This design comes from an exercise in tuning for small area and a short achievable clock period on the open sky130 flow, not from production work.
Where RTL was checked, it was by simulation tests only, not by an equivalence proof against the original.
Only the layout flow was run in run 2; the RTL was not checked for function there.
Power is estimated from default activity; no workload was simulated.

==> flow/design.v (outline; a module is shown in full before it is edited, if it fits) <==
// module reflex_core: 1622 lines
// module rc_fa: 4 lines
// module rc_ha: 4 lines
// module rc_pp: 3 lines
module reflex_core (
    input wire clk,
    input wire rst_n,
    input wire signed [15:0] z_pos,
    input wire signed [15:0] z_vel,
    input wire signed [15:0] kp_gain,
    input wire signed [15:0] kd_gain,
    input wire signed [15:0] vel_threshold,
    output wire signed [15:0] u_out,
    output reg guardian_active
);
  // ...
==> flow/flow/run.sh <==
#!/bin/bash
set -o pipefail
export BUFFER_PORTS_ARGS="-buffer_cell sky130_fd_sc_hd__buf_1"
bash standard.sh > standard.log 2>&1
status=$?
tail -n 40 standard.log
exit $status
==> flow/standard.sh <==
#!/bin/bash
# synth_recipe.tcl (not shown) runs the flow's synth.tcl, then flattens the netlist and writes it again
# the make line also repeats each setting of config.mk as NAME=value (left out here)
make -C /OpenROAD-flow-scripts/flow DESIGN_CONFIG=/design/flow/config.mk WORK_HOME=/design/flow/orfs CLKGATE_MAP_FILE= SYNTH_SCRIPT=/design/flow/synth_recipe.tcl "${@:-finish}"
==> flow/config.mk <==
export PLATFORM = sky130hd
export DESIGN_NAME = reflex_core
export DESIGN_NICKNAME = reflex_core
export VERILOG_FILES = /design/flow/design.v
export SDC_FILE = /design/flow/constraint.sdc
export NUM_CORES = 4
export LEC_CHECK = 0
export CAP_MARGIN = 20
export CORE_MARGIN = 2
export CORE_UTILIZATION = 40
export SETUP_SLACK_MARGIN = 3.6
export SLEW_MARGIN = 20
export SYNTH_HIERARCHICAL = 1
==> flow/constraint.sdc <==
create_clock -name core_clock -period 8.0 [get_ports {clk}]
set_input_delay 1.6000 -clock core_clock [delete_from_list [all_inputs] [get_ports {clk}]]
set_output_delay 1.6000 -clock core_clock [all_outputs]
set_load 0.01 [all_outputs]
==> results.txt, run 1 <==
area of combinational cells with multiple inputs=between 10000 and 15000 sq um; Max H-tree Level=4; multi-input gate share of total cell area=between 70% and 80%; arrival time at the worst endpoint=between 2 and 3 ns; count of max-cap constraint violations=0; cells along the critical path=ha_4 -> nor4_4 -> a211oi_2 -> o31ai_2 -> o221ai_1 -> a21oi_2 -> buf_6 -> nand3_4 -> o21ai_4 -> o21a_1 -> buf_2; wire length of the first global-routing pass=about 70000 microns; layout overhead on the synthesized area=12.1%; critical path peak fanout=8; max-slew violation total from the final report=0; max FFs per register=just under 60; clock tree from TritonCTS=built; fraction of power consumed by the clock network=roughly a tenth; run status=timing/DRC/antenna clean; registers with the most flip-flops=cs (58), zv (17), zp (16); routed via count=about 12000; Seq cells post-synth=between 100 and 150; timing endpoint of the critical path=u_out[5]; total number of yosys warnings=7; most numerous cell types in the synthesized netlist=sky130_fd_sc_hd__xnor2_1, sky130_fd_sc_hd__o22ai_1, sky130_fd_sc_hd__fa_1; non-filler instance count after layout=2054; share of post-route cells with drive strength above 1=11.2%; sum of negative setup slack=0 ns; detail-routed via count per cell=between 5 and 6; worst setup slack for register-to-register paths=around 3.8 ns; xor/xnor cell area share of the yosys netlist=17.1%
==> inputs of run 2 (changes only) <==
--- a/flow/design.v
+++ b/flow/design.v
@@ -4,19 +4,19 @@
     input wire signed [15:0] z_pos,
     input wire signed [15:0] z_vel,
     input wire signed [15:0] kp_gain,
     input wire signed [15:0] kd_gain,
     input wire signed [15:0] vel_threshold,
     output wire signed [15:0] u_out,
     output reg guardian_active
 );
-    wire [15:0] g_zx = z_vel ^ {16{z_vel[15]}};
-    wire [16:0] g_cmp = {1'b0, g_zx} + {1'b0, ~vel_threshold} + {16'd0, z_vel[15]};
-    wire g = vel_threshold[15] ? ~((vel_threshold == 16'h8000) & (z_vel == 16'h8000)) : g_cmp[16];
+    wire [16:0] g_dif = {vel_threshold[15], vel_threshold} - {z_vel[15], z_vel};
+    wire [16:0] g_sum = {z_vel[15], z_vel} + {vel_threshold[15], vel_threshold};
+    wire g = g_dif[16] | (g_sum[16] & ~(vel_threshold == 16'h8000));
     wire [7:0] bp_one_d, bp_two_d, bp_ngn_d;
     wire [7:0] bd_one_d, bd_two_d, bd_ngn_d;
     assign bp_one_d[0] = ~(kp_gain[0] ^ 1'b0);
     assign bp_two_d[0] = ~((kp_gain[1] & ~kp_gain[0] & ~1'b0) | (~kp_gain[1] & kp_gain[0] & 1'b0));
     assign bp_ngn_d[0] = ~kp_gain[1] & (kp_gain[0] | 1'b0);
     assign bp_one_d[1] = ~(kp_gain[2] ^ kp_gain[1]);
     assign bp_two_d[1] = ~((kp_gain[3] & ~kp_gain[2] & ~kp_gain[1]) | (~kp_gain[3] & kp_gain[2] & kp_gain[1]));
     assign bp_ngn_d[1] = ~kp_gain[3] & (kp_gain[2] | kp_gain[1]);
@@ -1393,44 +1393,65 @@
     wire lp2 = (c984 ^ s985);
     wire lg2 = (c984 & s985);
     wire lp3 = (c986 ^ s987);
     wire lg3 = (c986 & s987);
     wire lp4 = (c988 ^ s989);
     wire lg4 = (c988 & s989);
     wire lp5 = (c990 ^ s991);
     wire lg5 = (c990 & s991);
+    wire lp6 = (c992 ^ s993);
+    wire lg6 = (c992 & s993);
+    wire lp7 = (c994 ^ s995);
+    wire lg7 = (c994 & s995);
+    wire lp8 = (c996 ^ s997);
+    wire lg8 = (c996 & s997);
     wire lpg1_1 = lg1 | (lp1 & lg0);
     wire lpp1_1 = lp1 & lp0;
     wire lpg1_3 = lg3 | (lp3 & lg2);
     wire lpp1_3 = lp3 & lp2;
     wire lpg1_5 = lg5 | (lp5 & lg4);
     wire lpp1_5 = lp5 & lp4;
+    wire lpg1_7 = lg7 | (lp7 & lg6);
+    wire lpp1_7 = lp7 & lp6;
     wire lpg2_2 = lg2 | (lp2 & lpg1_1);
     wire lpp2_2 = lp2 & lpp1_1;
     wire lpg2_3 = lpg1_3 | (lpp1_3 & lpg1_1);
     wire lpp2_3 = lpp1_3 & lpp1_1;
+    wire lpg2_6 = lg6 | (lp6 & lpg1_5);
+    wire lpp2_6 = lp6 & lpp1_5;
+    wire lpg2_7 = lpg1_7 | (lpp1_7 & lpg1_5);
+    wire lpp2_7 = lpp1_7 & lpp1_5;
     wire lpg4_4 = lg4 | (lp4 & lpg2_3);
     wire lpp4_4 = lp4 & lpp2_3;
     wire lpg4_5 = lpg1_5 | (lpp1_5 & lpg2_3);
     wire lpp4_5 = lpp1_5 & lpp2_3;
+    wire lpg4_6 = lpg2_6 | (lpp2_6 & lpg2_3);
+    wire lpp4_6 = lpp2_6 & lpp2_3;
+    wire lpg4_7 = lpg2_7 | (lpp2_7 & lpg2_3);
+    wire lpp4_7 = lpp2_7 & lpp2_3;
+    wire lpg8_8 = lg8 | (lp8 & lpg4_7);
+    wire lpp8_8 = lp8 & lpp4_7;
     wire ls0 = lp0 ^ 1'b0;
     wire ls1 = lp1 ^ lg0;
     wire ls2 = lp2 ^ lpg1_1;
     wire ls3 = lp3 ^ lpg2_2;
     wire ls4 = lp4 ^ lpg2_3;
     wire ls5 = lp5 ^ lpg4_4;
+    wire ls6 = lp6 ^ lpg4_5;
+    wire ls7 = lp7 ^ lpg4_6;
+    wire ls8 = lp8 ^ lpg4_7;
     reg vld_b;
     always @(posedge clk or negedge rst_n)
         if (!rst_n) vld_b <= 1'b0;
         else vld_b <= vld_a;
-    reg [57:0] cs;
-    always @(posedge clk) cs <= {lpg4_5, ls5, ls4, ls3, ls2, ls1, ls0, (dt544 ^ c1042), (c1040 & s1041), (c1040 ^ s1041), (c1038 & s1039), (c1038 ^ s1039), (c1036 & s1037), (c1036 ^ s1037), (c1034 & s1035), (c1034 ^ s1035), (c1032 & s1033), (c1032 ^ s1033), (c1030 & s1031), (c1030 ^ s1031), (c1028 & s1029), (c1028 ^ s1029), (c1026 & s1027), (c1026 ^ s1027), (c1024 & s1025), (c1024 ^ s1025), (c1022 & s1023), (c1022 ^ s1023), (c1020 & s1021), (c1020 ^ s1021), (c1018 & s1019), (c1018 ^ s1019), (c1016 & s1017), (c1016 ^ s1017), (c1014 & s1015), (c1014 ^ s1015), (c1012 & s1013), (c1012 ^ s1013), (c1010 & s1011), (c1010 ^ s1011), (c1008 & s1009), (c1008 ^ s1009), (c1006 & s1007), (c1006 ^ s1007), (c1004 & s1005), (c1004 ^ s1005), (c1002 & s1003), (c1002 ^ s1003), (c1000 & s1001), (c1000 ^ s1001), (c998 & s999), (c998 ^ s999), (c996 & s997), (c996 ^ s997), (c994 & s995), (c994 ^ s995), (c992 & s993), (c992 ^ s993)};
-    wire [31:0] rp = {cs[50], cs[48], cs[46], cs[44], cs[42], cs[40], cs[38], cs[36], cs[34], cs[32], cs[30], cs[28], cs[26], cs[24], cs[22], cs[20], cs[18], cs[16], cs[14], cs[12], cs[10], cs[8], cs[6], cs[4], cs[2], cs[0], 1'b0, 1'b0, 1'b0, 1'b0, 1'b0, 1'b0};
-    wire [31:0] rg = {1'b0, cs[49], cs[47], cs[45], cs[43], cs[41], cs[39], cs[37], cs[35], cs[33], cs[31], cs[29], cs[27], cs[25], cs[23], cs[21], cs[19], cs[17], cs[15], cs[13], cs[11], cs[9], cs[7], cs[5], cs[3], cs[1], cs[57], 1'b0, 1'b0, 1'b0, 1'b0, 1'b0};
+    reg [54:0] cs;
+    always @(posedge clk) cs <= {lpg8_8, ls8, ls7, ls6, ls5, ls4, ls3, ls2, ls1, ls0, (dt544 ^ c1042), (c1040 & s1041), (c1040 ^ s1041), (c1038 & s1039), (c1038 ^ s1039), (c1036 & s1037), (c1036 ^ s1037), (c1034 & s1035), (c1034 ^ s1035), (c1032 & s1033), (c1032 ^ s1033), (c1030 & s1031), (c1030 ^ s1031), (c1028 & s1029), (c1028 ^ s1029), (c1026 & s1027), (c1026 ^ s1027), (c1024 & s1025), (c1024 ^ s1025), (c1022 & s1023), (c1022 ^ s1023), (c1020 & s1021), (c1020 ^ s1021), (c1018 & s1019), (c1018 ^ s1019), (c1016 & s1017), (c1016 ^ s1017), (c1014 & s1015), (c1014 ^ s1015), (c1012 & s1013), (c1012 ^ s1013), (c1010 & s1011), (c1010 ^ s1011), (c1008 & s1009), (c1008 ^ s1009), (c1006 & s1007), (c1006 ^ s1007), (c1004 & s1005), (c1004 ^ s1005), (c1002 & s1003), (c1002 ^ s1003), (c1000 & s1001), (c1000 ^ s1001), (c998 & s999), (c998 ^ s999)};
+    wire [31:0] rp = {cs[44], cs[42], cs[40], cs[38], cs[36], cs[34], cs[32], cs[30], cs[28], cs[26], cs[24], cs[22], cs[20], cs[18], cs[16], cs[14], cs[12], cs[10], cs[8], cs[6], cs[4], cs[2], cs[0], 1'b0, 1'b0, 1'b0, 1'b0, 1'b0, 1'b0, 1'b0, 1'b0, 1'b0};
+    wire [31:0] rg = {1'b0, cs[43], cs[41], cs[39], cs[37], cs[35], cs[33], cs[31], cs[29], cs[27], cs[25], cs[23], cs[21], cs[19], cs[17], cs[15], cs[13], cs[11], cs[9], cs[7], cs[5], cs[3], cs[1], cs[54], 1'b0, 1'b0, 1'b0, 1'b0, 1'b0, 1'b0, 1'b0, 1'b0};
     wire [31:0] rk = ~(rp | rg);
     wire pg0_1 = rg[1] | (rp[1] & rg[0]);
     wire pp0_1 = rp[1] & rp[0];
     wire pg0_3 = rg[3] | (rp[3] & rg[2]);
     wire pp0_3 = rp[3] & rp[2];
     wire pg0_5 = rg[5] | (rp[5] & rg[4]);
     wire pp0_5 = rp[5] & rp[4];
     wire pg0_7 = rg[7] | (rp[7] & rg[6]);
@@ -1605,17 +1626,17 @@
     assign c[24] = pg4_23;
     assign c[25] = pg4_24;
     assign c[26] = pg4_25;
     assign c[27] = pg4_26;
     assign c[28] = pg4_27;
     assign c[29] = pg4_28;
     assign c[30] = pg4_29;
     assign c[31] = pg4_30;
-    wire [31:0] r = {rp[31] ^ c[31], rp[30] ^ c[30], rp[29] ^ c[29], rp[28] ^ c[28], rp[27] ^ c[27], rp[26] ^ c[26], rp[25] ^ c[25], rp[24] ^ c[24], rp[23] ^ c[23], rp[22] ^ c[22], rp[21] ^ c[21], rp[20] ^ c[20], rp[19] ^ c[19], rp[18] ^ c[18], rp[17] ^ c[17], rp[16] ^ c[16], rp[15] ^ c[15], rp[14] ^ c[14], rp[13] ^ c[13], rp[12] ^ c[12], rp[11] ^ c[11], rp[10] ^ c[10], rp[9] ^ c[9], rp[8] ^ c[8], rp[7] ^ c[7], rp[6] ^ c[6], cs[56], cs[55], cs[54], cs[53], cs[52], cs[51]};
+    wire [31:0] r = {rp[31] ^ c[31], rp[30] ^ c[30], rp[29] ^ c[29], rp[28] ^ c[28], rp[27] ^ c[27], rp[26] ^ c[26], rp[25] ^ c[25], rp[24] ^ c[24], rp[23] ^ c[23], rp[22] ^ c[22], rp[21] ^ c[21], rp[20] ^ c[20], rp[19] ^ c[19], rp[18] ^ c[18], rp[17] ^ c[17], rp[16] ^ c[16], rp[15] ^ c[15], rp[14] ^ c[14], rp[13] ^ c[13], rp[12] ^ c[12], rp[11] ^ c[11], rp[10] ^ c[10], rp[9] ^ c[9], cs[53], cs[52], cs[51], cs[50], cs[49], cs[48], cs[47], cs[46], cs[45]};
     wire z_hi = ~(rp[11] ^ c[11]) & ~(~rk[11] ^ rp[12]) & ~(~rk[12] ^ rp[13]) & ~(~rk[13] ^ rp[14]) & ~(~rk[14] ^ rp[15]) & ~(~rk[15] ^ rp[16]) & ~(~rk[16] ^ rp[17]) & ~(~rk[17] ^ rp[18]) & ~(~rk[18] ^ rp[19]) & ~(~rk[19] ^ rp[20]) & ~(~rk[20] ^ rp[21]) & ~(~rk[21] ^ rp[22]) & ~(~rk[22] ^ rp[23]) & ~(~rk[23] ^ rp[24]) & ~(~rk[24] ^ rp[25]) & ~(~rk[25] ^ rp[26]) & ~(~rk[26] ^ rp[27]) & ~(~rk[27] ^ rp[28]) & ~(~rk[28] ^ rp[29]) & ~(~rk[29] ^ rp[30]) & ~(~rk[30] ^ rp[31]);
     wire o_hi = (rp[11] ^ c[11]) & ~(rg[11] ^ ~rp[12]) & ~(rg[12] ^ ~rp[13]) & ~(rg[13] ^ ~rp[14]) & ~(rg[14] ^ ~rp[15]) & ~(rg[15] ^ ~rp[16]) & ~(rg[16] ^ ~rp[17]) & ~(rg[17] ^ ~rp[18]) & ~(rg[18] ^ ~rp[19]) & ~(rg[19] ^ ~rp[20]) & ~(rg[20] ^ ~rp[21]) & ~(rg[21] ^ ~rp[22]) & ~(rg[22] ^ ~rp[23]) & ~(rg[23] ^ ~rp[24]) & ~(rg[24] ^ ~rp[25]) & ~(rg[25] ^ ~rp[26]) & ~(rg[26] ^ ~rp[27]) & ~(rg[27] ^ ~rp[28]) & ~(rg[28] ^ ~rp[29]) & ~(rg[29] ^ ~rp[30]) & ~(rg[30] ^ ~rp[31]);
     wire gt2000 = (&r[10:5]) | ((r[10:4] == 7'b1111101) & (|r[3:0]));
     wire lt48 = ~(|r[10:6]) & ~(r[5] & r[4]);
     wire fits = z_hi | o_hi;
     wire sat_hi = fits ? (z_hi & gt2000) : ~r[31];
     wire sat_lo = fits ? (o_hi & lt48) : r[31];
     assign u_out = ~vld_b ? 16'd0 : sat_hi ? 16'd2000 : sat_lo ? 16'hf830 : r[15:0];
==> flow/config.mk (replaced) <==
export PLATFORM = sky130hd
export DESIGN_NAME = reflex_core
export DESIGN_NICKNAME = reflex_core
export VERILOG_FILES = /design/flow/design.v
export SDC_FILE = /design/flow/constraint.sdc
export NUM_CORES = 4
export LEC_CHECK = 0
export CAP_MARGIN = 20
export CORE_MARGIN = 2
export CORE_UTILIZATION = 40
export SETUP_SLACK_MARGIN = 3.5
export SLEW_MARGIN = 20
export SYNTH_HIERARCHICAL = 1
==> results.txt, run 2 <==
cells along the critical path=ha_4 -> or2_4 -> ha_4 -> or3_4 -> a22oi_2 -> o2111ai_2 -> nor4b_4 -> buf_4 -> a21oi_4 -> a21oi_4 -> buf_6 -> a21oi_1 -> buf_2 (was ha_4 -> nor4_4 -> a211oi_2 -> o31ai_2 -> o221ai_1 -> a21oi_2 -> buf_6 -> nand3_4 -> o21ai_4 -> o21a_1 -> buf_2); EDFF count, synth=0 (unchanged); commonest non-fill, non-tap cells in the layout=sky130_fd_sc_hd__xnor2_1, sky130_fd_sc_hd__o22ai_1, sky130_fd_sc_hd__fa_1 (unchanged); Max-slew headroom=51.0% (was 31.8%); Initial Util=40.6% (about the same); initial antenna violation count=0 (unchanged); 1st-pass router iterations=5 (unchanged); Setup Skew=0.0133 ns (was 0.0202 ns); Max H-tree Level=4 (unchanged); number of buffers added by the clock tree synthesis step=17 (unchanged); clock latency (worst-skew pair)=0.45 ns (about the same); arrival time at the worst endpoint=3.09 ns (was 2.74 ns); final instance area=16900 sq um (was 17100 sq um); # nets final=1965 (was 1934); sink count of the clock tree=139 (was 142); Finish-stage setup viols=0 (unchanged); stage delay of the slowest cell on the critical path=0.35 ns (was 0.37 ns); count of max-cap constraint violations=0 (unchanged); count of endpoints failing hold in the final timing report=0 (unchanged); critical path peak fanout=6 (was 8); max FFs per register=55 (was 58); area of combinational cells with multiple inputs=12000 sq um (about the same); DR DRC count=0 (unchanged); die extent in y=200 microns (was 199 microns); CTS Buffer Depth=2 (unchanged); library cell with the highest instance count after synthesis=sky130_fd_sc_hd__xnor2_1 (unchanged); post-CTS clock slew at the launch and capture registers of the worst setup and hold paths=0.06 ns (about the same); Routed Antenna Nets=0 (unchanged); Async SR Flop Fraction=2.16% (was 2.11%); clock tree from TritonCTS=built (unchanged); leading cell type in the layout, fill and taps excluded=sky130_fd_sc_hd__xnor2_1 (unchanged); proportion of netlist area held by the largest area contributor=30.8% (was 30.9%); CP startpoint kind=flip-flop (unchanged); wire length of the first global-routing pass=70600 microns (was 69700 microns); total number of yosys warnings=7 (unchanged); drt initial violations=924 (was 811); sequential standard cell area=2830 sq um (was 2950 sq um); critical path endpoint category=primary output (unchanged); DR top layer=met4 (unchanged); placeable core area=37800 sq um (was 37600 sq um); setup repair after global routing missed its margin=yes (unchanged); number of distinct library cells after synthesis=58 (was 55); registers with the most flip-flops=cs (55), zv (17), zp (16) (was cs (58), zv (17), zp (16)); layout overhead on the synthesized area=10.4% (was 12.1%); Final GP Congestion=0.989 (was 0.936); vias in the first global route=11900 (was 12000); fraction of the yosys area taken by sequential cells=18.2% (was 18.7%); cell depth of the worst hold path=0 (unchanged); Total Power Consumption=7.84 mW (was 7.93 mW); routed via count=11700 (was 11600); Synth Area per Inst=10.3 sq um (was 10.4 sq um); detail-routed via count per cell=5.65 (about the same); overall global routing resource usage=23.8% (was 23.6%); average detailed-routed wire length per instance=22.0 microns (was 21.8 microns); sum of negative setup slack=0 ns (unchanged); register with the most flip-flops=cs (unchanged); max-slew violation total from the final report=0 (unchanged); Detail Route met3 WL=3840 microns (unchanged); highest achievable clock rate=0.213 GHz (was 0.231 GHz); placed instance area=16200 sq um (was 16000 sq um); post-layout minimum cycle time=4.69 ns (was 4.34 ns); worst ir drop on vdd=0.000258 V (was 0.000243 V); final global-route overflow total=0 (unchanged); Seq cells post-synth=139 (was 142); top flip-flop cell by instance count after synthesis=sky130_fd_sc_hd__dfxtp_1 (unchanged); number of buffers inserted for hold repair after clock tree synthesis=0 (unchanged); worst-margin pin slew=0.735 ns (was 1.02 ns); Syn Nets=1903 (was 1870); CP max-delay cell=sky130_fd_sc_hd__or3_4 (was sky130_fd_sc_hd__o31ai_2); DP Wirelength=38300 microns (was 37600 microns); final worst path period share=58.6% (was 54.2%); share of post-route cells with drive strength above 1=6.74% (was 11.2%); leading area contributor after synthesis=sky130_fd_sc_hd__fa_1 (unchanged); number of instances in the synthesized netlist=1483 (was 1466); WS Path Type=reg2out (unchanged); final hold slack=0.358 ns (was 0.353 ns); number of antenna cells inserted=0 (unchanged); required time at the worst-slack endpoint=6.40 ns (about the same); power density over cell area=463 nW/um^2 (was 464 nW/um^2); number of buffer cells added on primary ports=98 (unchanged); total number of cells along the worst setup path=13 (was 11); wire length on met2=20100 microns (was 19100 microns); number of cells traversed by the worst register-to-register path=9 (was 10); Die Width=200 microns (was 199 microns); leading cell types by total area after synthesis=sky130_fd_sc_hd__fa_1, sky130_fd_sc_hd__dfxtp_1, sky130_fd_sc_hd__xnor2_1 (unchanged); aggregate routed wire length=45400 microns (was 44700 microns); count of fill cells added during filler insertion=3623 (was 3556); cell area after synthesis=15300 sq um (was 15200 sq um); maximum number of pins on one net before global-route repair=20 (unchanged); run status=timing/DRC/antenna clean (unchanged); std cell rows=71 (unchanged); CTS Root Cell=sky130_fd_sc_hd__clkbuf_16 (unchanged); Top delay family on crit path=simple AND/OR/NAND/NOR gates (was compound AO/OA/AOI/OAI gates); path class of the lowest-slack min-delay path=reg2reg (unchanged); leakage power summed over all cells=6.60 nW (was 6.50 nW); critical path buffer and inverter count=3 (was 2); most numerous cell types in the synthesized netlist=sky130_fd_sc_hd__xnor2_1, sky130_fd_sc_hd__o22ai_1, sky130_fd_sc_hd__fa_1 (unchanged); full die area=40000 sq um (was 39700 sq um); boundary pin count=99 (unchanged); length of routed wiring on met1=20600 microns (was 20900 microns)
run 2: cell families after synthesis:
logic type | count (synthesis) | share of synthesized area [%]
AO/OA/AOI/OAI | 386 | 16.2
buffers and inverters | 169 | 4.19
other | 1 | 0.0244
XOR/XNOR | 282 | 16.1
adder cells (fa/ha/maj) | 338 | 39.1
multiplexers | 15 | 0.986
flip-flops | 139 | 18.2
AND/OR/NAND/NOR | 153 | 5.13
run 2: path summary, 6_finish.rpt:
path,start,to,slack (ns)
worst max register to register,zp[2]$_DFF_P_,cs[16]$_DFF_P_,3.60
max in group asynchronous,rst_n,vld_a$_DFF_PN0_,6.83
worst min-delay path,vld_a$_DFF_PN0_,vld_b$_DFF_PN0_,0.36
min in group asynchronous,rst_n,guardian_active$_DFF_PN0_,0.98
worst min register to register,vld_a$_DFF_PN0_,vld_b$_DFF_PN0_,0.36
worst max-delay path,cs[54]$_DFF_P_,u_out[13],3.31
run 2: stage by stage:
step	cells	worst slack (ns)	utilization, %
final	2069	3.31	44.9
after global routing	2069	3.18	44.9
after CTS	2069	3.21	44.7
after detailed placement	2033	3.32	42.8
after global placement	2033	3.37	42.8
after floorplan	1483	3.58	-
run 2: cell type report:
class,instances,share of cell area (%)
clock buffers,21,2.78
clock inverters,11,0.657
inverters,101,2.24
multi-input cells,1175,70.9
flip-flops and latches,139,16.7
well taps,511,3.77
repair buffers,111,2.93
run 2: repair_timing:
action / CTS / global route
pin swaps: 9 / 7
gates resized for setup: 36 / 25
cloned: 0 / 0
setup endpoints to repair: 31 / 24
buffers inserted: 4 / 0
run 2: per-module statistics from Yosys (local to each module, per instance):
| module | cell area [sq um] | flip-flops and latches | cells inside | copies in the design |
|---|---|---|---|---|
| reflex_core | 8850 | 139 | 971 | 1 |
| rc_fa | 20.0 | 0 | 1 | 232 |
| rc_ha | 12.5 | 0 | 1 | 16 |
| rc_pp | 6.26 | 0 | 1 | 264 |
run 2: worst register-to-register path, stage by stage (launching register included):
cell                      delay (ns)
sky130_fd_sc_hd__dfxtp_1        0.74
sky130_fd_sc_hd__xnor2_1        0.20
sky130_fd_sc_hd__o22ai_1        0.30
sky130_fd_sc_hd__fa_1           0.50
sky130_fd_sc_hd__fa_1           0.53
sky130_fd_sc_hd__fa_1           0.43
sky130_fd_sc_hd__fa_1           0.39
sky130_fd_sc_hd__fa_1           0.51
sky130_fd_sc_hd__fa_1           0.41
sky130_fd_sc_hd__ha_1           0.28
run 2: per-layer routing:
layer  vias up  GRT usage [%]
met4         0           6.53
met5         -              0
li1       5364              -
met1      5819           33.5
met3        60           5.49
met2       440           36.8
run 2: power breakdown:
part           total (mW)  switching (mW)  internal, mW
clock network       0.797           0.341         0.456
logic                5.65            3.02          2.63
registers            1.39           0.333          1.05
total                7.84            3.70          4.14

what the ideal ports hide:
The flow's constraints put no driver on any port. The routed layouts listed below were extracted and timed again, unchanged, in two steps. Step 1 sets driving cells, clkbuf_16 on the clock port and buf_2 on the other inputs (assumed; they add their load-dependent delay and slew). Step 2 adds t to the input delays and takes it off the output delays; t is the mean of the earliest and latest rising clock arrival at the registers after step 1. Input paths then give back, and output paths get back, about the clock's delay inside the block. Slacks: no drivers / after step 1 / after step 2; pairs: no drivers / after step 1.
run | t, ns | setup slack, ns | worst hold slack (ns)
run 1 | 0.492 | 3.663 / 3.616 / 3.712 | 0.353 / 0.353 / 0.353
run 2 | 0.487 | 3.309 / 3.261 / 3.602 | 0.358 / 0.358 / 0.358
After both steps every run listed still meets setup and hold.
